This is an optimization exercise on Yosys and OpenROAD, whose aim is small area, not a production implementation. Function was checked by simulation only, so behaviour that the tests miss may differ from the original. Power figures rest on the tool's default switching activity, not on a simulated workload.

File: flow/design.v
module golife #(
	parameter SIDEWIDTH = 16
)(
	input  wire clk,
	input  wire rst,
	input  wire load,
	input  wire run,
	input  wire [SIDEWIDTH-1:0][SIDEWIDTH-1:0] ingrid,
	output reg  [SIDEWIDTH-1:0][SIDEWIDTH-1:0] grid
);
    localparam N = SIDEWIDTH;
    wire ld  = ~rst & load;
    wire hd  = ~rst & ~load & ~run;
    wire rnn = rst | load | ~run;
    wire [N-1:0][N-1:0] h0, h1;
    wire [N/2-1:0][N-1:0] t0, t1, t2, q;
    genvar i, j;
    generate
        for (i = 0; i < N; i = i + 1) begin: row
            for (j = 0; j < N; j = j + 1) begin: col
                gl_fa u_h3(.a(grid[i][(j+N-1)%N]), .b(grid[i][j]), .c(grid[i][(j+1)%N]),
                           .s(h0[i][j]), .co(h1[i][j]));
            end
        end
        for (i = 0; i < N/2; i = i + 1) begin: prow
            for (j = 0; j < N; j = j + 1) begin: pcol
                gl_pair u_t(.a0(h0[2*i][j]), .a1(h1[2*i][j]), .b0(h0[2*i+1][j]), .b1(h1[2*i+1][j]),
                            .rnn(rnn), .t0(t0[i][j]), .t1(t1[i][j]), .t2(t2[i][j]), .q(q[i][j]));
            end
        end
        for (i = 0; i < N; i = i + 1) begin: crow
            for (j = 0; j < N; j = j + 1) begin: ccol
                localparam P = i / 2;
                localparam O = (i % 2 == 0) ? (i + N - 1) % N : (i + 1) % N;
                wire d;
                gl_next u_n(.t0(t0[P][j]), .t1(t1[P][j]), .t2(t2[P][j]), .rnn(rnn), .q(q[P][j]),
                            .h0(h0[O][j]), .h1(h1[O][j]), .g(grid[i][j]), .in(ingrid[i][j]),
                            .ld(ld), .hd(hd), .d(d));
                always @(posedge clk) grid[i][j] <= d;
            end
        end
    endgenerate
endmodule
module gl_fa(input wire a, input wire b, input wire c, output wire s, output wire co);
    assign s = a ^ b ^ c;
    assign co = (a & b) | (a & c) | (b & c);
endmodule
module gl_ha(input wire a, input wire b, output wire s, output wire co);
    assign s = a ^ b;
    assign co = a & b;
endmodule
module gl_pair(input wire a0, input wire a1, input wire b0, input wire b1, input wire rnn,
               output wire t0, output wire t1, output wire t2, output wire q);
    wire cy;
    gl_ha u_ha(.a(a0), .b(b0), .s(t0), .co(cy));
    gl_fa u_fa(.a(a1), .b(b1), .c(cy), .s(t1), .co(t2));
    gl_pairq u_q(.t1(t1), .t2(t2), .rnn(rnn), .q(q));
endmodule
module gl_next(input wire t0, input wire t1, input wire t2, input wire rnn, input wire q, input wire h0, input wire h1, input wire g, input wire in, input wire ld, input wire hd, output wire d);
    wire new_n29, new_n30, new_n31, new_n32, new_n33, new_n34, new_n35, new_n36;
    gl_g_nor2 g12(.A(t0), .B(h0), .Y(new_n29));
    gl_g_xor2 g13(.A(t1), .B(h1), .X(new_n30));
    gl_g_nor4 g14(.A(t0), .B(h0), .C(q), .D(new_n30), .Y(new_n31));
    gl_g_o21ai g15(.A1(hd), .A2(new_n31), .B1(g), .Y(new_n32));
    gl_g_nand2 g16(.A(t0), .B(h0), .Y(new_n33));
    gl_g_o21ai g17(.A1(g), .A2(new_n33), .B1(new_n30), .Y(new_n34));
    gl_g_nor4 g18(.A(t2), .B(rnn), .C(new_n29), .D(new_n34), .Y(new_n35));
    gl_g_a21oi g19(.A1(ld), .A2(in), .B1(new_n35), .Y(new_n36));
    gl_g_nand2 g20(.A(new_n32), .B(new_n36), .Y(d));
endmodule
module gl_pairq(input wire t1, input wire t2, input wire rnn, output wire q);
    wire new_n17;
    gl_g_a21oi g00(.A1(t1), .A2(t2), .B1(rnn), .Y(new_n17));
    gl_g_o21ai g01(.A1(t1), .A2(t2), .B1(new_n17), .Y(q));
endmodule
module gl_g_a21oi(input wire A1, input wire A2, input wire B1, output wire Y);
    assign Y = (~A1&~B1) | (~A2&~B1);
endmodule
module gl_g_nand2(input wire A, input wire B, output wire Y);
    assign Y = (~A) | (~B);
endmodule
module gl_g_nor2(input wire A, input wire B, output wire Y);
    assign Y = (~A&~B);
endmodule
module gl_g_nor4(input wire A, input wire B, input wire C, input wire D, output wire Y);
    assign Y = (~A&~B&~C&~D);
endmodule
module gl_g_o21ai(input wire A1, input wire A2, input wire B1, output wire Y);
    assign Y = (~A1&~A2) | (~B1);
endmodule
module gl_g_xor2(input wire A, input wire B, output wire X);
    assign X = (A&~B) | (~A&B);
endmodule
File: flow/standard.sh
#!/bin/bash
# synth_recipe.tcl (not shown) runs the flow's synth.tcl, then flattens the netlist and writes it again
# the make line also repeats each setting of config.mk as NAME=value (left out here)
make -C /OpenROAD-flow-scripts/flow DESIGN_CONFIG=/design/flow/config.mk WORK_HOME=/design/flow/orfs CLKGATE_MAP_FILE= SYNTH_SCRIPT=/design/flow/synth_recipe.tcl "${@:-finish}"
File: flow/flow/downsize.sed
s/\<sky130_fd_sc_hd__a2111o_2\>/sky130_fd_sc_hd__a2111o_1/g
s/\<sky130_fd_sc_hd__a2111o_4\>/sky130_fd_sc_hd__a2111o_1/g
s/\<sky130_fd_sc_hd__a2111oi_1\>/sky130_fd_sc_hd__a2111oi_0/g
s/\<sky130_fd_sc_hd__a2111oi_2\>/sky130_fd_sc_hd__a2111oi_0/g
s/\<sky130_fd_sc_hd__a2111oi_4\>/sky130_fd_sc_hd__a2111oi_0/g
s/\<sky130_fd_sc_hd__a211o_2\>/sky130_fd_sc_hd__a211o_1/g
s/\<sky130_fd_sc_hd__a211o_4\>/sky130_fd_sc_hd__a211o_1/g
s/\<sky130_fd_sc_hd__a211oi_2\>/sky130_fd_sc_hd__a211oi_1/g
s/\<sky130_fd_sc_hd__a211oi_4\>/sky130_fd_sc_hd__a211oi_1/g
s/\<sky130_fd_sc_hd__a21bo_4\>/sky130_fd_sc_hd__a21bo_2/g
s/\<sky130_fd_sc_hd__a21boi_2\>/sky130_fd_sc_hd__a21boi_1/g
s/\<sky130_fd_sc_hd__a21boi_4\>/sky130_fd_sc_hd__a21boi_1/g
s/\<sky130_fd_sc_hd__a21o_2\>/sky130_fd_sc_hd__a21o_1/g
s/\<sky130_fd_sc_hd__a21o_4\>/sky130_fd_sc_hd__a21o_1/g
s/\<sky130_fd_sc_hd__a21oi_2\>/sky130_fd_sc_hd__a21oi_1/g
s/\<sky130_fd_sc_hd__a21oi_4\>/sky130_fd_sc_hd__a21oi_1/g
s/\<sky130_fd_sc_hd__a221o_2\>/sky130_fd_sc_hd__a221o_1/g
s/\<sky130_fd_sc_hd__a221o_4\>/sky130_fd_sc_hd__a221o_1/g
s/\<sky130_fd_sc_hd__a221oi_2\>/sky130_fd_sc_hd__a221oi_1/g
s/\<sky130_fd_sc_hd__a221oi_4\>/sky130_fd_sc_hd__a221oi_1/g
s/\<sky130_fd_sc_hd__a22o_2\>/sky130_fd_sc_hd__a22o_1/g
s/\<sky130_fd_sc_hd__a22o_4\>/sky130_fd_sc_hd__a22o_1/g
s/\<sky130_fd_sc_hd__a22oi_2\>/sky130_fd_sc_hd__a22oi_1/g
s/\<sky130_fd_sc_hd__a22oi_4\>/sky130_fd_sc_hd__a22oi_1/g
s/\<sky130_fd_sc_hd__a2bb2o_2\>/sky130_fd_sc_hd__a2bb2o_1/g
s/\<sky130_fd_sc_hd__a2bb2o_4\>/sky130_fd_sc_hd__a2bb2o_1/g
s/\<sky130_fd_sc_hd__a2bb2oi_2\>/sky130_fd_sc_hd__a2bb2oi_1/g
s/\<sky130_fd_sc_hd__a2bb2oi_4\>/sky130_fd_sc_hd__a2bb2oi_1/g
s/\<sky130_fd_sc_hd__a311o_2\>/sky130_fd_sc_hd__a311o_1/g
s/\<sky130_fd_sc_hd__a311o_4\>/sky130_fd_sc_hd__a311o_1/g
s/\<sky130_fd_sc_hd__a311oi_2\>/sky130_fd_sc_hd__a311oi_1/g
s/\<sky130_fd_sc_hd__a311oi_4\>/sky130_fd_sc_hd__a311oi_1/g
s/\<sky130_fd_sc_hd__a31o_4\>/sky130_fd_sc_hd__a31o_2/g
s/\<sky130_fd_sc_hd__a31oi_2\>/sky130_fd_sc_hd__a31oi_1/g
s/\<sky130_fd_sc_hd__a31oi_4\>/sky130_fd_sc_hd__a31oi_1/g
s/\<sky130_fd_sc_hd__a32o_2\>/sky130_fd_sc_hd__a32o_1/g
s/\<sky130_fd_sc_hd__a32o_4\>/sky130_fd_sc_hd__a32o_1/g
s/\<sky130_fd_sc_hd__a32oi_2\>/sky130_fd_sc_hd__a32oi_1/g
s/\<sky130_fd_sc_hd__a32oi_4\>/sky130_fd_sc_hd__a32oi_1/g
s/\<sky130_fd_sc_hd__a41o_2\>/sky130_fd_sc_hd__a41o_1/g
s/\<sky130_fd_sc_hd__a41o_4\>/sky130_fd_sc_hd__a41o_1/g
s/\<sky130_fd_sc_hd__a41oi_2\>/sky130_fd_sc_hd__a41oi_1/g
s/\<sky130_fd_sc_hd__a41oi_4\>/sky130_fd_sc_hd__a41oi_1/g
s/\<sky130_fd_sc_hd__and2_2\>/sky130_fd_sc_hd__and2_1/g
s/\<sky130_fd_sc_hd__and2_4\>/sky130_fd_sc_hd__and2_1/g
s/\<sky130_fd_sc_hd__and2b_2\>/sky130_fd_sc_hd__and2b_1/g
s/\<sky130_fd_sc_hd__and2b_4\>/sky130_fd_sc_hd__and2b_1/g
s/\<sky130_fd_sc_hd__and3_2\>/sky130_fd_sc_hd__and3_1/g
s/\<sky130_fd_sc_hd__and3_4\>/sky130_fd_sc_hd__and3_1/g
s/\<sky130_fd_sc_hd__and3b_2\>/sky130_fd_sc_hd__and3b_1/g
s/\<sky130_fd_sc_hd__and3b_4\>/sky130_fd_sc_hd__and3b_1/g
s/\<sky130_fd_sc_hd__and4_2\>/sky130_fd_sc_hd__and4_1/g
s/\<sky130_fd_sc_hd__and4_4\>/sky130_fd_sc_hd__and4_1/g
s/\<sky130_fd_sc_hd__and4b_2\>/sky130_fd_sc_hd__and4b_1/g
s/\<sky130_fd_sc_hd__and4b_4\>/sky130_fd_sc_hd__and4b_1/g
s/\<sky130_fd_sc_hd__and4bb_4\>/sky130_fd_sc_hd__and4bb_2/g
s/\<sky130_fd_sc_hd__fa_2\>/sky130_fd_sc_hd__fa_1/g
s/\<sky130_fd_sc_hd__fa_4\>/sky130_fd_sc_hd__fa_1/g
s/\<sky130_fd_sc_hd__ha_2\>/sky130_fd_sc_hd__ha_1/g
s/\<sky130_fd_sc_hd__ha_4\>/sky130_fd_sc_hd__ha_1/g
s/\<sky130_fd_sc_hd__inv_12\>/sky130_fd_sc_hd__inv_2/g
s/\<sky130_fd_sc_hd__inv_16\>/sky130_fd_sc_hd__inv_2/g
s/\<sky130_fd_sc_hd__inv_4\>/sky130_fd_sc_hd__inv_2/g
s/\<sky130_fd_sc_hd__inv_6\>/sky130_fd_sc_hd__inv_2/g
s/\<sky130_fd_sc_hd__inv_8\>/sky130_fd_sc_hd__inv_2/g
s/\<sky130_fd_sc_hd__maj3_2\>/sky130_fd_sc_hd__maj3_1/g
s/\<sky130_fd_sc_hd__maj3_4\>/sky130_fd_sc_hd__maj3_1/g
s/\<sky130_fd_sc_hd__mux2_4\>/sky130_fd_sc_hd__mux2_2/g
s/\<sky130_fd_sc_hd__mux2_8\>/sky130_fd_sc_hd__mux2_2/g
s/\<sky130_fd_sc_hd__mux2i_2\>/sky130_fd_sc_hd__mux2i_1/g
s/\<sky130_fd_sc_hd__mux2i_4\>/sky130_fd_sc_hd__mux2i_1/g
s/\<sky130_fd_sc_hd__mux4_1\>/sky130_fd_sc_hd__mux4_2/g
s/\<sky130_fd_sc_hd__mux4_4\>/sky130_fd_sc_hd__mux4_2/g
s/\<sky130_fd_sc_hd__nand2_2\>/sky130_fd_sc_hd__nand2_1/g
s/\<sky130_fd_sc_hd__nand2_4\>/sky130_fd_sc_hd__nand2_1/g
s/\<sky130_fd_sc_hd__nand2_8\>/sky130_fd_sc_hd__nand2_1/g
s/\<sky130_fd_sc_hd__nand2b_2\>/sky130_fd_sc_hd__nand2b_1/g
s/\<sky130_fd_sc_hd__nand2b_4\>/sky130_fd_sc_hd__nand2b_1/g
s/\<sky130_fd_sc_hd__nand3_2\>/sky130_fd_sc_hd__nand3_1/g
s/\<sky130_fd_sc_hd__nand3_4\>/sky130_fd_sc_hd__nand3_1/g
s/\<sky130_fd_sc_hd__nand3b_2\>/sky130_fd_sc_hd__nand3b_1/g
s/\<sky130_fd_sc_hd__nand3b_4\>/sky130_fd_sc_hd__nand3b_1/g
s/\<sky130_fd_sc_hd__nand4_2\>/sky130_fd_sc_hd__nand4_1/g
s/\<sky130_fd_sc_hd__nand4_4\>/sky130_fd_sc_hd__nand4_1/g
s/\<sky130_fd_sc_hd__nand4b_2\>/sky130_fd_sc_hd__nand4b_1/g
s/\<sky130_fd_sc_hd__nand4b_4\>/sky130_fd_sc_hd__nand4b_1/g
s/\<sky130_fd_sc_hd__nand4bb_2\>/sky130_fd_sc_hd__nand4bb_1/g
s/\<sky130_fd_sc_hd__nand4bb_4\>/sky130_fd_sc_hd__nand4bb_1/g
s/\<sky130_fd_sc_hd__nor2_2\>/sky130_fd_sc_hd__nor2_1/g
s/\<sky130_fd_sc_hd__nor2_4\>/sky130_fd_sc_hd__nor2_1/g
s/\<sky130_fd_sc_hd__nor2_8\>/sky130_fd_sc_hd__nor2_1/g
s/\<sky130_fd_sc_hd__nor2b_2\>/sky130_fd_sc_hd__nor2b_1/g
s/\<sky130_fd_sc_hd__nor2b_4\>/sky130_fd_sc_hd__nor2b_1/g
s/\<sky130_fd_sc_hd__nor3_2\>/sky130_fd_sc_hd__nor3_1/g
s/\<sky130_fd_sc_hd__nor3_4\>/sky130_fd_sc_hd__nor3_1/g
s/\<sky130_fd_sc_hd__nor3b_2\>/sky130_fd_sc_hd__nor3b_1/g
s/\<sky130_fd_sc_hd__nor3b_4\>/sky130_fd_sc_hd__nor3b_1/g
s/\<sky130_fd_sc_hd__nor4_2\>/sky130_fd_sc_hd__nor4_1/g
s/\<sky130_fd_sc_hd__nor4_4\>/sky130_fd_sc_hd__nor4_1/g
s/\<sky130_fd_sc_hd__nor4b_2\>/sky130_fd_sc_hd__nor4b_1/g
s/\<sky130_fd_sc_hd__nor4b_4\>/sky130_fd_sc_hd__nor4b_1/g
s/\<sky130_fd_sc_hd__nor4bb_2\>/sky130_fd_sc_hd__nor4bb_1/g
s/\<sky130_fd_sc_hd__nor4bb_4\>/sky130_fd_sc_hd__nor4bb_1/g
s/\<sky130_fd_sc_hd__o2111a_2\>/sky130_fd_sc_hd__o2111a_1/g
s/\<sky130_fd_sc_hd__o2111a_4\>/sky130_fd_sc_hd__o2111a_1/g
s/\<sky130_fd_sc_hd__o2111ai_2\>/sky130_fd_sc_hd__o2111ai_1/g
s/\<sky130_fd_sc_hd__o2111ai_4\>/sky130_fd_sc_hd__o2111ai_1/g
s/\<sky130_fd_sc_hd__o211a_4\>/sky130_fd_sc_hd__o211a_2/g
s/\<sky130_fd_sc_hd__o211ai_2\>/sky130_fd_sc_hd__o211ai_1/g
s/\<sky130_fd_sc_hd__o211ai_4\>/sky130_fd_sc_hd__o211ai_1/g
s/\<sky130_fd_sc_hd__o21a_2\>/sky130_fd_sc_hd__o21a_1/g
s/\<sky130_fd_sc_hd__o21a_4\>/sky130_fd_sc_hd__o21a_1/g
s/\<sky130_fd_sc_hd__o21ai_2\>/sky130_fd_sc_hd__o21ai_1/g
s/\<sky130_fd_sc_hd__o21ai_4\>/sky130_fd_sc_hd__o21ai_1/g
s/\<sky130_fd_sc_hd__o21ba_4\>/sky130_fd_sc_hd__o21ba_2/g
s/\<sky130_fd_sc_hd__o21bai_2\>/sky130_fd_sc_hd__o21bai_1/g
s/\<sky130_fd_sc_hd__o21bai_4\>/sky130_fd_sc_hd__o21bai_1/g
s/\<sky130_fd_sc_hd__o221a_4\>/sky130_fd_sc_hd__o221a_2/g
s/\<sky130_fd_sc_hd__o221ai_2\>/sky130_fd_sc_hd__o221ai_1/g
s/\<sky130_fd_sc_hd__o221ai_4\>/sky130_fd_sc_hd__o221ai_1/g
s/\<sky130_fd_sc_hd__o22a_2\>/sky130_fd_sc_hd__o22a_1/g
s/\<sky130_fd_sc_hd__o22a_4\>/sky130_fd_sc_hd__o22a_1/g
s/\<sky130_fd_sc_hd__o22ai_2\>/sky130_fd_sc_hd__o22ai_1/g
s/\<sky130_fd_sc_hd__o22ai_4\>/sky130_fd_sc_hd__o22ai_1/g
s/\<sky130_fd_sc_hd__o2bb2a_2\>/sky130_fd_sc_hd__o2bb2a_1/g
s/\<sky130_fd_sc_hd__o2bb2a_4\>/sky130_fd_sc_hd__o2bb2a_1/g
s/\<sky130_fd_sc_hd__o2bb2ai_2\>/sky130_fd_sc_hd__o2bb2ai_1/g
s/\<sky130_fd_sc_hd__o2bb2ai_4\>/sky130_fd_sc_hd__o2bb2ai_1/g
s/\<sky130_fd_sc_hd__o311a_2\>/sky130_fd_sc_hd__o311a_1/g
s/\<sky130_fd_sc_hd__o311a_4\>/sky130_fd_sc_hd__o311a_1/g
s/\<sky130_fd_sc_hd__o311ai_2\>/sky130_fd_sc_hd__o311ai_1/g
s/\<sky130_fd_sc_hd__o311ai_4\>/sky130_fd_sc_hd__o311ai_1/g
s/\<sky130_fd_sc_hd__o31a_2\>/sky130_fd_sc_hd__o31a_1/g
s/\<sky130_fd_sc_hd__o31a_4\>/sky130_fd_sc_hd__o31a_1/g
s/\<sky130_fd_sc_hd__o31ai_2\>/sky130_fd_sc_hd__o31ai_1/g
s/\<sky130_fd_sc_hd__o31ai_4\>/sky130_fd_sc_hd__o31ai_1/g
s/\<sky130_fd_sc_hd__o32a_2\>/sky130_fd_sc_hd__o32a_1/g
s/\<sky130_fd_sc_hd__o32a_4\>/sky130_fd_sc_hd__o32a_1/g
s/\<sky130_fd_sc_hd__o32ai_2\>/sky130_fd_sc_hd__o32ai_1/g
s/\<sky130_fd_sc_hd__o32ai_4\>/sky130_fd_sc_hd__o32ai_1/g
s/\<sky130_fd_sc_hd__o41a_2\>/sky130_fd_sc_hd__o41a_1/g
s/\<sky130_fd_sc_hd__o41a_4\>/sky130_fd_sc_hd__o41a_1/g
s/\<sky130_fd_sc_hd__o41ai_2\>/sky130_fd_sc_hd__o41ai_1/g
s/\<sky130_fd_sc_hd__o41ai_4\>/sky130_fd_sc_hd__o41ai_1/g
s/\<sky130_fd_sc_hd__or2_4\>/sky130_fd_sc_hd__or2_2/g
s/\<sky130_fd_sc_hd__or2b_2\>/sky130_fd_sc_hd__or2b_1/g
s/\<sky130_fd_sc_hd__or2b_4\>/sky130_fd_sc_hd__or2b_1/g
s/\<sky130_fd_sc_hd__or3_2\>/sky130_fd_sc_hd__or3_1/g
s/\<sky130_fd_sc_hd__or3_4\>/sky130_fd_sc_hd__or3_1/g
s/\<sky130_fd_sc_hd__or3b_4\>/sky130_fd_sc_hd__or3b_2/g
s/\<sky130_fd_sc_hd__or4_2\>/sky130_fd_sc_hd__or4_1/g
s/\<sky130_fd_sc_hd__or4_4\>/sky130_fd_sc_hd__or4_1/g
s/\<sky130_fd_sc_hd__or4b_4\>/sky130_fd_sc_hd__or4b_2/g
s/\<sky130_fd_sc_hd__or4bb_2\>/sky130_fd_sc_hd__or4bb_1/g
s/\<sky130_fd_sc_hd__or4bb_4\>/sky130_fd_sc_hd__or4bb_1/g
s/\<sky130_fd_sc_hd__xnor2_2\>/sky130_fd_sc_hd__xnor2_1/g
s/\<sky130_fd_sc_hd__xnor2_4\>/sky130_fd_sc_hd__xnor2_1/g
s/\<sky130_fd_sc_hd__xnor3_2\>/sky130_fd_sc_hd__xnor3_1/g
s/\<sky130_fd_sc_hd__xnor3_4\>/sky130_fd_sc_hd__xnor3_1/g
s/\<sky130_fd_sc_hd__xor2_2\>/sky130_fd_sc_hd__xor2_1/g
s/\<sky130_fd_sc_hd__xor2_4\>/sky130_fd_sc_hd__xor2_1/g
s/\<sky130_fd_sc_hd__xor3_2\>/sky130_fd_sc_hd__xor3_1/g
s/\<sky130_fd_sc_hd__xor3_4\>/sky130_fd_sc_hd__xor3_1/g
File: flow/config.mk
export PLATFORM = sky130hd
export DESIGN_NAME = golife
export DESIGN_NICKNAME = golife
export VERILOG_FILES = /design/flow/design.v
export SDC_FILE = /design/flow/constraint.sdc
export NUM_CORES = 4
export LEC_CHECK = 0
export CAP_MARGIN = 20
export CORE_MARGIN = 2
export CORE_UTILIZATION = 75
export SLEW_MARGIN = 20
export SYNTH_HIERARCHICAL = 1
File: flow/flow/run.sh
#!/bin/bash
# Own layout flow: the standard ORFS flow (standard.sh) with these changes:
#  - after synthesis, every combinational cell is set to the smallest drive strength of its
#    function (flow/downsize.sed; same cell function and pins), leaving the registers alone;
#    the resizer later upsizes wherever slew, capacitance or timing need it;
#  - the port buffers are made with sky130_fd_sc_hd__buf_1;
#  - the clock tree is built from clkbuf_8 in clusters of up to 12 registers,
#    without dummy loads.
set -euo pipefail
export BUFFER_PORTS_ARGS="-buffer_cell sky130_fd_sc_hd__buf_1"
export CTS_ARGS="-sink_clustering_enable -repair_clock_nets -buf_list {sky130_fd_sc_hd__clkbuf_4} -sink_clustering_size 7 -sink_clustering_max_diameter 50 -dont_use_dummy_load"
R=orfs/results/sky130hd/golife/base
bash standard.sh synth > make_synth.log 2>&1
cp $R/1_2_yosys.v $R/1_2_yosys.orig.v
sed -f flow/downsize.sed $R/1_2_yosys.orig.v > $R/1_2_yosys.v
diff $R/1_2_yosys.orig.v $R/1_2_yosys.v | grep -c '^>' > downsize.log || true
bash standard.sh > make_layout.log 2>&1
File: flow/constraint.sdc
create_clock -name core_clock -period 5.0 [get_ports {clk}]
set_input_delay 1.0000 -clock core_clock [delete_from_list [all_inputs] [get_ports {clk}]]
set_output_delay 1.0000 -clock core_clock [all_outputs]
set_load 0.01 [all_outputs]
==> flow_metrics.py, run 1 <==
metrics = {
    "clock_network": {
        "clock_tree.buffer_depth": 3,
        "cts_tree": "yes",
        "count_of_hold_buffers_inserted_by_post_cts_repair": 0,
        "numCtsBuffers": 46,
        "cts_repair_resize_count": 0,
        "clkTransAtPathRegs_ps": 110,
        "clock_tree.htree_level_count": 2,
        "worst_skew_pair.late_latency_ps": 850,
        "ctsRootBufferMaster": "clkbuf_4",
        "cts.sink_count": 256,
        "cts.repair_timing.setup_buffer_count": 0,
    },
    "power": {
        "worst_ir_drop_vdd_mv": 0.288,
        "power_leakage_nw": 13.9,
        "power_density_nw_per_um2": 420,
    },
    "worst_setup_path": {
        "critical_path.reg2reg.endpoint": "grid[156]$_DFF_P_",
        "crit_path_top_delay_cell": "dfxtp_1",
        "cpMostUsedCell": "fa_1",
        "r2r_setup_slack_ps": 1960,
        "worst_r2r_start": "grid[140]$_DFF_P_",
        "highest_fanout_seen_on_the_critical_path": 6,
        "timing.reg2reg.worst_path_depth": 8,
        "timing.critical_path.from_type": "register",
        "crit_cells": 8,
        "cp_data_arrival_time_ps": 3820,
        "critical_path.startpoint": "grid[140]$_DFF_P_",
        "top_delay_family_on_crit_path": "adder cells",
        "crit_path_capture": "grid[156]$_DFF_P_",
        "end_kind": "register",
        "max_stage_delay_ps": 670,
        "timing_worst_setup_path_type": "register to register",
        "timing.critical_path.cells": "fa_1 -> ha_1 -> fa_1 -> xor2_1 -> o21ai_1 -> nor4_1 -> a21oi_1 -> nand2_1",
        "crit_buf_inv": 0,
        "worst_ep_required_time_ps": 5780,
    },
    "finish": {
        "layout-drive-gt1-share_pct": 1.51,
        "final_common_cell": "o21ai_1",
        "reg_top3": "grid x256",
        "fin_cells": 4398,
        "most_flop_heavy_register": "grid",
        "final_design_area_no_fill_um2": 31000,
        "areaGrowthSynthToFinish_pct": 11.2,
        "largest_register_ff_count": 256,
        "final_net_count": 4676,
        "layout_common_cells": "o21ai_1, buf_1, nor4_1, nand2_1",
        "postLayoutCoreUtil_pct": 84.7,
    },
    "grt": {
        "maximum_number_of_pins_on_one_net_before_global_route_repair": 167,
        "global_routing_s_busiest_layer": "met2",
        "grt_util_met3_pct": 17.4,
        "gr_util_met1_pct": 64.4,
        "first_global_vias": 30000,
        "use_met2_pct": 77.6,
        "grt.total_usage_pct": 51.6,
        "grt_antenna_before_repair": 28,
        "gr-total-overflow": 0,
        "grt_first_pass_wirelength_um": 158000,
    },
    "die": {
        "floorplan.initialDensity_pct": 76.2,
        "design.portCount": 516,
        "area_of_the_die_um2": 38700,
        "die_height_um": 197,
        "fp.coreArea_um2": 36600,
        "floorplan.rows": 70,
        "floorplan.die.width_um": 197,
    },
    "yosys": {
        "synthesis.area_per_instance_um2": 8.37,
        "yosysWarnings": 7,
        "synth_nets": 4103,
        "postSynthCellCount": 3331,
        "cell_area_after_synthesis_um2": 27900,
    },
    "status": {
        "run_status": "complete, no violations",
    },
    "timing": {
        "totalNegativeSetupSlack_ps": 0,
        "hold_violations": 0,
        "period_share_pct": 60.8,
        "clock_skew_after_layout_ps": 77.8,
        "max-slew-margin-rel_pct": 30.2,
        "timing_max_transition_violations_final": 0,
        "min_clock_period_post_route_ps": 3040,
        "fmax_mhz": 329,
        "worst_slew_pin_slew_ps": 1050,
        "finalSetupViolations": 0,
        "grt_setup_unrepaired": "false",
    },
    "route": {
        "drt-vias-per-instance": 7.18,
        "number_of_design_rule_violations_left_by_the_first_detailed_router_iteration": 4507,
        "dr.pass1.iters": 9,
        "remaining_drc_errors": 0,
        "drt-wirelength-per-cell_um": 23.0,
        "drtAntennaViolNets": 0,
        "detail_route.wirelength_um": 101000,
        "vias": 31600,
    },
    "run": {
        "drv_cap": 0,
    },
    "placed_design": {
        "placed_cell_count": 4324,
        "place.detailed.hpwl_um": 76800,
        "io_buffers": 515,
        "placed_area_um2": 30600,
        "gpl.final_weighted_congestion": 1.09,
    },
    "min_path": {
        "hold_path.class": "input port to register",
    },
}
## through the flow
stage / setup WS, ps / hold WS, ps / power (mW)
final: 1960 / 341 / 13.0
after detailed placement: 1640 / 594 / 11.3
after global routing: 1860 / 366 / 14.0
after CTS: 2110 / 326 / 12.6
after global placement: 1790 / 586 / 10.7
after floorplan: -834 / 589 / 9.25
## where the power goes
group          total [mW]  internal, mW  switching, mW  leakage, nW
registers            3.07          2.29          0.778         2.11
logic                8.66          3.23           5.42         11.6
clock network        1.32         0.418          0.897        0.212
total                13.0          5.94           7.10         13.9
## worst register-to-register path, delay by kind of cell (launching register included)
family / cells / cell delay, ps
AND/OR/NAND/NOR: 2 / 440
adder cells (fa/ha/maj): 3 / 1430
flip-flops: 1 / 670
AO/OA/AOI/OAI: 2 / 220
XOR/XNOR: 1 / 240
## how the worst min path moves through the flow
stage,startpoint,to,slack [ps],cells past startpoint
after floorplan,grid[0]$_DFF_P_,grid[0]$_DFF_P_,590,2
after global placement,grid[48]$_DFF_P_,grid[48]$_DFF_P_,590,2
after detailed placement,grid[48]$_DFF_P_,grid[48]$_DFF_P_,590,2
after CTS,ingrid[211],grid[211]$_DFF_P_,330,3
after global routing,ingrid[194],grid[194]$_DFF_P_,370,3
final,ingrid[159],grid[159]$_DFF_P_,340,3
## area by class of cell
cell class                      instances  area (um2)
Timing Repair Buffer                  525        2110
Clock buffer                           46         345
Multi-Input combinational cell       3075       22800
Tap cell                              468         586
Sequential cell                       256        5120
Fill cell                            2322        5600
Antenna cell                           28        70.1
## metal layers
metal,up-vias,part of all wire [%]
li1,13700,-
met1,14500,34
met2,2832,43
met3,606,15
met4,12,7.2
met5,-,0.079
==> run 2: changes to the inputs <==
--- a/flow/flow/run.sh
+++ b/flow/flow/run.sh
@@ -7,3 +7,4 @@
 #  - the clock tree is built from clkbuf_8 in clusters of up to 12 registers,
-#    without dummy loads.
+#    without dummy loads;
+#  - after global routing, repair_timing -recover_power 100 downsizes gates off the critical paths.
 set -euo pipefail
@@ -11,2 +12,3 @@
 export CTS_ARGS="-sink_clustering_enable -repair_clock_nets -buf_list {sky130_fd_sc_hd__clkbuf_4} -sink_clustering_size 7 -sink_clustering_max_diameter 50 -dont_use_dummy_load"
+export RECOVER_POWER=100
 R=orfs/results/sky130hd/golife/base
--- a/flow/config.mk
+++ b/flow/config.mk
@@ -9,3 +9,3 @@
 export CORE_MARGIN = 2
-export CORE_UTILIZATION = 75
+export CORE_UTILIZATION = 60
 export SLEW_MARGIN = 20
==> run 2 against run 1 <==
Still clean. Synthesized cell count unchanged. Non-clock buffer count rose by 4. Clock power rose by 5%.
==> flow_metrics.py, run 2 <==
metrics = {
    "status": {
        "run_status": "complete, no violations",
    },
    "yosys": {
        "yosysWarnings": 7,
        "synth_nets": 4103,
        "postSynthCellCount": 3331,
        "synthesis.area_per_instance_um2": 8.37,
        "cell_area_after_synthesis_um2": 27900,
    },
    "worst_setup_path": {
        "worst_ep_required_time_ps": 5830,
        "end_kind": "register",
        "highest_fanout_seen_on_the_critical_path": 6,
        "timing_worst_setup_path_type": "register to register",
        "critical_path.reg2reg.endpoint": "grid[37]$_DFF_P_",
        "cp_data_arrival_time_ps": 3840,
        "worst_r2r_start": "grid[36]$_DFF_P_",
        "r2r_setup_slack_ps": 2000,
        "timing.reg2reg.worst_path_depth": 8,
        "timing.critical_path.from_type": "register",
    },
    "min_path": {
        "hold_path.class": "input port to register",
        "hold_end": "grid[142]$_DFF_P_",
        "timing.hold.worst_path_depth": 3,
        "timing.hold.worst.start": "ingrid[142]",
    },
    "grt": {
        "grt_first_pass_wirelength_um": 162000,
        "grt.total_usage_pct": 43.5,
        "grt_antenna_before_repair": 24,
        "first_global_vias": 29200,
        "gr-total-overflow": 0,
        "maximum_number_of_pins_on_one_net_before_global_route_repair": 115,
    },
    "timing": {
        "totalNegativeSetupSlack_ps": 0,
        "grt_setup_unrepaired": "false",
        "timing_max_transition_violations_final": 0,
        "worst_slack_ps": 2000,
        "clock_skew_after_layout_ps": 83.1,
        "fmax_mhz": 333,
        "min_clock_period_post_route_ps": 3000,
        "hold_violations": 0,
        "hold_ws_ps": 290,
        "max-slew-margin-rel_pct": 27.9,
        "period_share_pct": 60.1,
        "worst_slew_pin_slew_ps": 1080,
        "finalSetupViolations": 0,
    },
    "finish": {
        "reg_top3": "grid x256",
        "postLayoutCoreUtil_pct": 68.4,
        "most_flop_heavy_register": "grid",
        "areaGrowthSynthToFinish_pct": 12.0,
        "layout.filler_cells": 3777,
        "seq_area_um2": 5120,
        "largest_register_ff_count": 256,
        "layout_common_cells": "nor4_1, nand2_1, buf_1",
        "multi_input_combinational_cell_area_um2": 22800,
        "final_design_area_no_fill_um2": 31200,
        "final_net_count": 4684,
        "layout-drive-gt1-share_pct": 1.71,
    },
    "die": {
        "floorplan.die.width_um": 220,
        "floorplan.rows": 78,
        "area_of_the_die_um2": 48200,
        "fp.coreArea_um2": 45700,
        "floorplan.initialDensity_pct": 61.1,
        "design.portCount": 516,
        "die_height_um": 220,
    },
    "clock_network": {
        "cts.sink_count": 256,
        "count_of_hold_buffers_inserted_by_post_cts_repair": 0,
        "clock_tree.htree_level_count": 2,
        "clock_tree.buffer_depth": 3,
        "cts.repair_timing.setup_buffer_count": 0,
        "worst_skew_pair.late_latency_ps": 910,
        "cts_tree": "yes",
        "clkTransAtPathRegs_ps": 100,
        "numCtsBuffers": 50,
        "cts_repair_resize_count": 0,
        "ctsRootBufferMaster": "clkbuf_4",
    },
    "route": {
        "number_of_design_rule_violations_left_by_the_first_detailed_router_iteration": 4140,
        "drtAntennaViolNets": 0,
        "drt-wirelength-per-cell_um": 23.6,
        "dr.pass1.iters": 8,
        "remaining_drc_errors": 0,
        "vias": 30900,
        "drt-vias-per-instance": 6.80,
        "detail_route.wirelength_um": 107000,
    },
    "power": {
        "power_leakage_nw": 13.9,
        "power_density_nw_per_um2": 412,
        "worst_ir_drop_vdd_mv": 0.230,
    },
    "placed_design": {
        "preCtsSetupSlack_ps": 1910,
        "place.detailed.hpwl_um": 83400,
        "gpl.final_weighted_congestion": 1.01,
        "placed_area_um2": 30800,
        "io_buffers": 515,
    },
    "run": {
        "drv_cap": 0,
    },
}
## run 2: cell types whose count changed in the layout (fill, tap and decap cells not counted)
| cell | change |
|---|---|
| o21ai_0 | +256 |
| o21ai_1 | -256 |
| buf_4 | +4 |
| diode_2 | -1 |
| clkbuf_4 | +4 |
| clkbuf_1 | +10 |
| buf_1 | -10 |
## run 2: worst max path at each step
stage                           start                end  slack, ps
floorplan                        load  grid[100]$_DFF_P_       -830
global route          grid[1]$_DFF_P_    grid[0]$_DFF_P_       1850
detailed placement               load   grid[37]$_DFF_P_       1910
global placement                  run  grid[168]$_DFF_P_       2020
CTS                 grid[201]$_DFF_P_  grid[201]$_DFF_P_       2120
finish               grid[36]$_DFF_P_   grid[37]$_DFF_P_       2000
## run 2: layout make-up
type,instances,share of cell area [%]
well taps,600,2.40
diodes,27,0.216
repair buffers,529,6.85
multi-input cells,3075,72.9
clock buffers,50,1.20
flip-flops and latches,256,16.4
## run 2: critical path, cell delays in order (launching register included)
cell and delay (ps):
dfxtp_1 590, fa_1 540, ha_1 250, fa_1 600, xor2_1 300, o21ai_0 150
nor4_1 360, a21oi_1 90, nand2_1 80
## run 2: layer usage
metal	routed length (um)	global-route usage, %	up-vias
met1	39400	57.1	14600
met5	70	0	-
met2	47900	67.2	2243
met4	5120	18.9	12
li1	-	-	13700
met3	14400	12.3	388
## run 2: report_power, final
| group | internal (mW) | switching, mW | leakage [nW] | total (mW) |
|---|---|---|---|---|
| logic | 3.15 | 5.28 | 11.6 | 8.42 |
| clock network | 0.452 | 0.923 | 0.230 | 1.38 |
| registers | 2.29 | 0.796 | 2.11 | 3.08 |
| total | 5.89 | 7.00 | 13.9 | 12.9 |
## run 2: metrics by stage
step	total power, mW	std cells
after floorplan	9.25	3331
after global placement	10.8	4460
after detailed placement	11.4	4460
after CTS	12.8	4510
after global routing	13.9	4526
final	12.9	4537
==> run 3: changes to the inputs <==
--- a/flow/flow/run.sh
+++ b/flow/flow/run.sh
@@ -6,5 +6,4 @@
 #  - the port buffers are made with sky130_fd_sc_hd__buf_1;
-#  - the clock tree is built from clkbuf_8 in clusters of up to 12 registers,
-#    without dummy loads;
-#  - after global routing, repair_timing -recover_power 100 downsizes gates off the critical paths.
+#  - the clock tree is built from clkbuf_4 in clusters of up to 7 registers,
+#    without dummy loads.
 set -euo pipefail
@@ -12,3 +11,2 @@
 export CTS_ARGS="-sink_clustering_enable -repair_clock_nets -buf_list {sky130_fd_sc_hd__clkbuf_4} -sink_clustering_size 7 -sink_clustering_max_diameter 50 -dont_use_dummy_load"
-export RECOVER_POWER=100
 R=orfs/results/sky130hd/golife/base
==> run 3 against run 2 <==
Still clean on timing, DRC and antenna. First-iteration DRC count up 1.1%. Critical path depth unchanged. Synthesized cell count unchanged. Combinational power up 2%. Via count up 0.10%. Critical path type unchanged. Largest cell class unchanged. Highest routed layer unchanged.
==> flow_metrics.py, run 3 <==
metrics = {
    "worst_setup_path": {
        "crit_path_top_delay_cell": "dfxtp_1",
        "timing.reg2reg.worst_path_depth": 8,
        "worst_ep_required_time_ps": 5820,
        "timing_worst_setup_path_type": "register to register",
        "cpMostUsedCell": "fa_1",
        "end_kind": "register",
        "cp_data_arrival_time_ps": 3820,
        "max_stage_delay_ps": 610,
        "timing.critical_path.from_type": "register",
        "highest_fanout_seen_on_the_critical_path": 6,
        "timing.critical_path.cells": "fa_1 -> ha_1 -> fa_1 -> xor2_1 -> o21ai_1 -> nor4_1 -> a21oi_1 -> nand2_1",
    },
    "min_path": {
        "timing.hold.worst_path_depth": 3,
        "hold_path.class": "input port to register",
    },
    "die": {
        "fp.coreArea_um2": 45700,
        "die_height_um": 220,
        "floorplan.rows": 78,
        "floorplan.die.width_um": 220,
        "design.portCount": 516,
        "area_of_the_die_um2": 48200,
        "floorplan.initialDensity_pct": 61.1,
    },
    "finish": {
        "largest_register_ff_count": 256,
        "final_common_cell": "o21ai_1",
        "final_net_count": 4684,
        "fin_cells": 4537,
        "layout_common_cells": "o21ai_1, buf_1, nor4_1, nand2_1",
        "layout-drive-gt1-share_pct": 1.71,
        "areaGrowthSynthToFinish_pct": 12.0,
        "most_flop_heavy_register": "grid",
        "reg_top3": "grid x256",
    },
    "timing": {
        "max-slew-margin-rel_pct": 27.6,
        "hold_violations": 0,
        "finalSetupViolations": 0,
        "timing_max_transition_violations_final": 0,
        "period_share_pct": 60.0,
        "fmax_mhz": 333,
        "min_clock_period_post_route_ps": 3000,
        "clock_skew_after_layout_ps": 73.4,
        "worst_slew_pin_slew_ps": 1080,
        "grt_setup_unrepaired": "false",
    },
    "placed_design": {
        "placed_cell_count": 4460,
        "gpl.final_weighted_congestion": 1.01,
        "place.detailed.hpwl_um": 83400,
        "io_buffers": 515,
    },
    "grt": {
        "first_global_vias": 29200,
        "maximum_number_of_pins_on_one_net_before_global_route_repair": 115,
        "gr-total-overflow": 0,
        "grt.total_usage_pct": 43.5,
        "grt_antenna_before_repair": 24,
        "grt_first_pass_wirelength_um": 162000,
    },
    "clock_network": {
        "worst_skew_pair.late_latency_ps": 890,
        "count_of_hold_buffers_inserted_by_post_cts_repair": 0,
        "cts.repair_timing.setup_buffer_count": 0,
        "cts.sink_count": 256,
        "cts_tree": "yes",
        "clkTransAtPathRegs_ps": 90,
        "ctsRootBufferMaster": "clkbuf_4",
        "cts_repair_resize_count": 0,
        "clock_tree.htree_level_count": 2,
        "clock_tree.buffer_depth": 3,
        "numCtsBuffers": 50,
    },
    "power": {
        "power_leakage_nw": 13.9,
        "total_power_mw": 13.0,
        "worst_ir_drop_vdd_mv": 0.232,
        "power_density_nw_per_um2": 417,
    },
    "yosys": {
        "postSynthCellCount": 3331,
        "synth_nets": 4103,
        "synthesis.area_per_instance_um2": 8.37,
        "cell_area_after_synthesis_um2": 27900,
        "yosysWarnings": 7,
    },
    "route": {
        "drt-vias-per-instance": 6.81,
        "remaining_drc_errors": 0,
        "drtAntennaViolNets": 0,
        "drt-wirelength-per-cell_um": 23.6,
        "dr.pass1.iters": 8,
        "number_of_design_rule_violations_left_by_the_first_detailed_router_iteration": 4187,
        "vias": 30900,
        "detail_route.wirelength_um": 107000,
    },
    "run": {
        "drv_cap": 0,
    },
    "status": {
        "run_status": "complete, no violations",
    },
}
-- run 3: through the flow --
| step | setup TNS, ps | setup slack, ps | instance area, um2 | hold WS, ps | utilization (%) |
|---|---|---|---|---|---|
| 6_report | 0 | 2000 | 31200 | 309 | 68.4 |
| 5_1_grt | 0 | 1900 | 31200 | 315 | 68.3 |
| 4_1_cts | 0 | 2120 | 31200 | 278 | 68.2 |
| 3_5_place_dp | 0 | 1910 | 30800 | 598 | 67.4 |
| 3_3_place_gp | 0 | 2020 | 30800 | 592 | 67.4 |
| 2_1_floorplan | -208480 | -834 | 27900 | 589 | - |
-- run 3: worst paths after layout --
| check | start | to | slack [ps] |
|---|---|---|---|
| worst max-delay path | grid[36]$_DFF_P_ | grid[37]$_DFF_P_ | 2000 |
| worst min-delay path | ingrid[142] | grid[142]$_DFF_P_ | 310 |
| worst max register to register | grid[36]$_DFF_P_ | grid[37]$_DFF_P_ | 2000 |
| worst min register to register | grid[54]$_DFF_P_ | grid[54]$_DFF_P_ | 610 |
-- run 3: final cells by class --
type / instances / area [um2]
multi-input cells: 3075 / 22800
repair buffers: 529 / 2140
flip-flops and latches: 256 / 5120
fillers: 3777 / 14400
well taps: 600 / 751
clock buffers: 50 / 375
diodes: 27 / 67.6
-- run 3: worst max-delay path, delay by kind of cell (launching register included) --
kind	cells	cell delay (ps)
AND/OR/NAND/NOR	2	440
flip-flops	1	610
AO/OA/AOI/OAI	2	210
XOR/XNOR	1	310
adder cells (fa/ha/maj)	3	1390
-- run 3: report_power, final --
| group | switching (mW) | internal, mW | leakage, nW | total, mW |
|---|---|---|---|---|
| sequential | 0.810 | 2.29 | 2.11 | 3.10 |
| combinational | 5.33 | 3.23 | 11.6 | 8.56 |
| clock | 0.919 | 0.452 | 0.230 | 1.37 |
-- run 3: metal layers --
layer	vias to the layer above	track usage [%]	routed length [um]
met4	12	18.9	5250
met5	-	0	75
met1	14600	57.1	39500
met2	2252	67.2	47800
li1	13700	-	-
met3	371	12.3	14300
==> run 4: changes to the inputs <==
--- a/flow/config.mk
+++ b/flow/config.mk
@@ -9,3 +9,3 @@
 export CORE_MARGIN = 2
-export CORE_UTILIZATION = 60
+export CORE_UTILIZATION = 75
 export SLEW_MARGIN = 20
==> run 4 against run 3 <==
Sequential power barely moved. Power barely moved. Core utilization rose by 16 points. Critical path depth did not move. Flip-flop and latch count did not move. Global-route usage rose by 8.1 points. Largest power group unchanged.
==> flow_metrics.py, run 4 <==
metrics = {
    "status": {
        "run_status": "complete, no violations",
    },
    "grt": {
        "grt_antenna_before_repair": 28,
        "first_global_vias": 30000,
        "grt_first_pass_wirelength_um": 158000,
        "gr-total-overflow": 0,
        "maximum_number_of_pins_on_one_net_before_global_route_repair": 167,
        "grt.total_usage_pct": 51.6,
    },
    "worst_setup_path": {
        "timing.critical_path.cells": "fa_1 -> ha_1 -> fa_1 -> xor2_1 -> o21ai_1 -> nor4_1 -> a21oi_1 -> nand2_1",
        "crit_path_top_delay_cell": "dfxtp_1",
        "timing.critical_path.from_type": "register",
        "cp_data_arrival_time_ps": 3820,
        "max_stage_delay_ps": 670,
        "highest_fanout_seen_on_the_critical_path": 6,
        "timing.reg2reg.worst_path_depth": 8,
        "end_kind": "register",
        "cpMostUsedCell": "fa_1",
        "timing_worst_setup_path_type": "register to register",
        "worst_ep_required_time_ps": 5780,
    },
    "min_path": {
        "hold_path.class": "input port to register",
        "timing.hold.worst_path_depth": 3,
    },
    "timing": {
        "period_share_pct": 60.8,
        "timing_max_transition_violations_final": 0,
        "finalSetupViolations": 0,
        "grt_setup_unrepaired": "false",
        "min_clock_period_post_route_ps": 3040,
        "hold_violations": 0,
        "worst_slew_pin_slew_ps": 1050,
        "fmax_mhz": 329,
        "max-slew-margin-rel_pct": 30.2,
        "clock_skew_after_layout_ps": 77.8,
    },
    "finish": {
        "layout-drive-gt1-share_pct": 1.51,
        "largest_register_ff_count": 256,
        "areaGrowthSynthToFinish_pct": 11.2,
        "fin_cells": 4398,
        "layout_common_cells": "o21ai_1, buf_1, nor4_1, nand2_1",
        "most_flop_heavy_register": "grid",
        "reg_top3": "grid x256",
        "final_common_cell": "o21ai_1",
        "final_net_count": 4676,
        "final_design_area_no_fill_um2": 31000,
    },
    "route": {
        "detail_route.wirelength_um": 101000,
        "vias": 31600,
        "drt-wirelength-per-cell_um": 23.0,
        "drtAntennaViolNets": 0,
        "drt-vias-per-instance": 7.18,
        "number_of_design_rule_violations_left_by_the_first_detailed_router_iteration": 4507,
        "dr.pass1.iters": 9,
        "remaining_drc_errors": 0,
    },
    "die": {
        "floorplan.initialDensity_pct": 76.2,
        "floorplan.die.width_um": 197,
        "die_height_um": 197,
        "floorplan.rows": 70,
        "area_of_the_die_um2": 38700,
        "fp.coreArea_um2": 36600,
        "design.portCount": 516,
    },
    "yosys": {
        "cell_area_after_synthesis_um2": 27900,
        "yosysWarnings": 7,
        "synth_nets": 4103,
        "synthesis.area_per_instance_um2": 8.37,
        "postSynthCellCount": 3331,
    },
    "clock_network": {
        "cts.sink_count": 256,
        "worst_skew_pair.late_latency_ps": 850,
        "clock_tree.htree_level_count": 2,
        "numCtsBuffers": 46,
        "cts.repair_timing.setup_buffer_count": 0,
        "clkTransAtPathRegs_ps": 110,
        "ctsRootBufferMaster": "clkbuf_4",
        "count_of_hold_buffers_inserted_by_post_cts_repair": 0,
        "cts_tree": "yes",
        "clock_tree.buffer_depth": 3,
        "cts_repair_resize_count": 0,
    },
    "placed_design": {
        "gpl.final_weighted_congestion": 1.09,
        "io_buffers": 515,
        "place.detailed.hpwl_um": 76800,
        "placed_cell_count": 4324,
        "placed_area_um2": 30600,
    },
    "power": {
        "worst_ir_drop_vdd_mv": 0.288,
        "total_power_mw": 13.0,
        "power_density_nw_per_um2": 420,
        "power_leakage_nw": 13.9,
    },
    "run": {
        "drv_cap": 0,
    },
}
-- run 4: cell count changes in the layout (fill, tap and decap cells not counted), sizes merged --
cell    before  now
buf        529  525
clkbuf      50   46
diode       27   28
-- run 4: per-layer routing --
| layer | vias to the layer above | track usage, % | part of all wire (%) |
|---|---|---|---|
| li1 | 13700 | - | - |
| met1 | 14500 | 64.4 | 34 |
| met2 | 2832 | 77.6 | 43 |
| met3 | 606 | 17.4 | 15 |
| met4 | 12 | 31.7 | 7.2 |
| met5 | - | 0 | 0.079 |
-- run 4: final cells by class --
type                            count  area, um2
Antenna cell                       28       70.1
Clock buffer                       46        345
Fill cell                        2322       5600
Multi-Input combinational cell   3075      22800
Sequential cell                   256       5120
Tap cell                          468        586
Timing Repair Buffer              525       2110
-- run 4: where the power goes --
group | internal [mW] | total, mW | switching, mW
logic | 3.23 | 8.66 | 5.42
clock network | 0.418 | 1.32 | 0.897
registers | 2.29 | 3.07 | 0.778
-- run 4: per-stage QoR --
stage	utilization, %	setup WS (ps)	TNS (ps)	hold WS [ps]
floorplan	-	-834	-208480	589
finish	84.7	1960	0	341
CTS	84.5	2110	0	326
global placement	83.6	1790	0	586
detailed placement	83.6	1640	0	594
global route	84.6	1860	0	366
-- run 4: worst max-delay path, delay by kind of cell (launching register included) --
kind / cells / cell delay [ps]
fa+ha+maj: 3 / 1430
xor+xnor: 1 / 240
flops: 1 / 670
simple gates: 2 / 440
compound gates: 2 / 220
-- run 4: final timing paths --
path / start / to / slack [ps]
min reg2reg: grid[70]$_DFF_P_ / grid[70]$_DFF_P_ / 610
min: ingrid[159] / grid[159]$_DFF_P_ / 340
max reg2reg: grid[140]$_DFF_P_ / grid[156]$_DFF_P_ / 1960
max: grid[140]$_DFF_P_ / grid[156]$_DFF_P_ / 1960

afterwards: timing with drivers on the ports:
In the flow no input, the clock included, has a driving cell. The finished layouts below were timed again as built, in two steps.
Step 1: set_driving_cell puts a clkbuf_16 on clk and a buf_2 on each other input, an assumption about the parent block.
Step 2, shift: input delay + t, output delay - t, t = (earliest + latest rising clock arrival at the registers) / 2. This alone moves slack from input paths to output paths.
Slacks: no drivers / after step 1 / after step 2; pairs: no drivers / after step 1.
run	t (ns)	slack for setup (ns)	hold WS [ns]	worst setup path at the end	latest minus earliest clock arrival (ns)
run 1	0.879	1.958 / 1.958 / 1.474	0.341 / 0.304 / 0.612	input to register	0.090 / 0.089
run 2	0.922	1.997 / 1.997 / 1.809	0.290 / 0.259 / 0.603	input to register	0.083 / 0.083
run 3	0.909	1.999 / 1.999 / 1.757	0.309 / 0.278 / 0.607	input to register	0.074 / 0.073
run 4	0.879	1.958 / 1.958 / 1.474	0.341 / 0.304 / 0.612	input to register	0.090 / 0.089
After both steps every run listed still meets setup and hold.
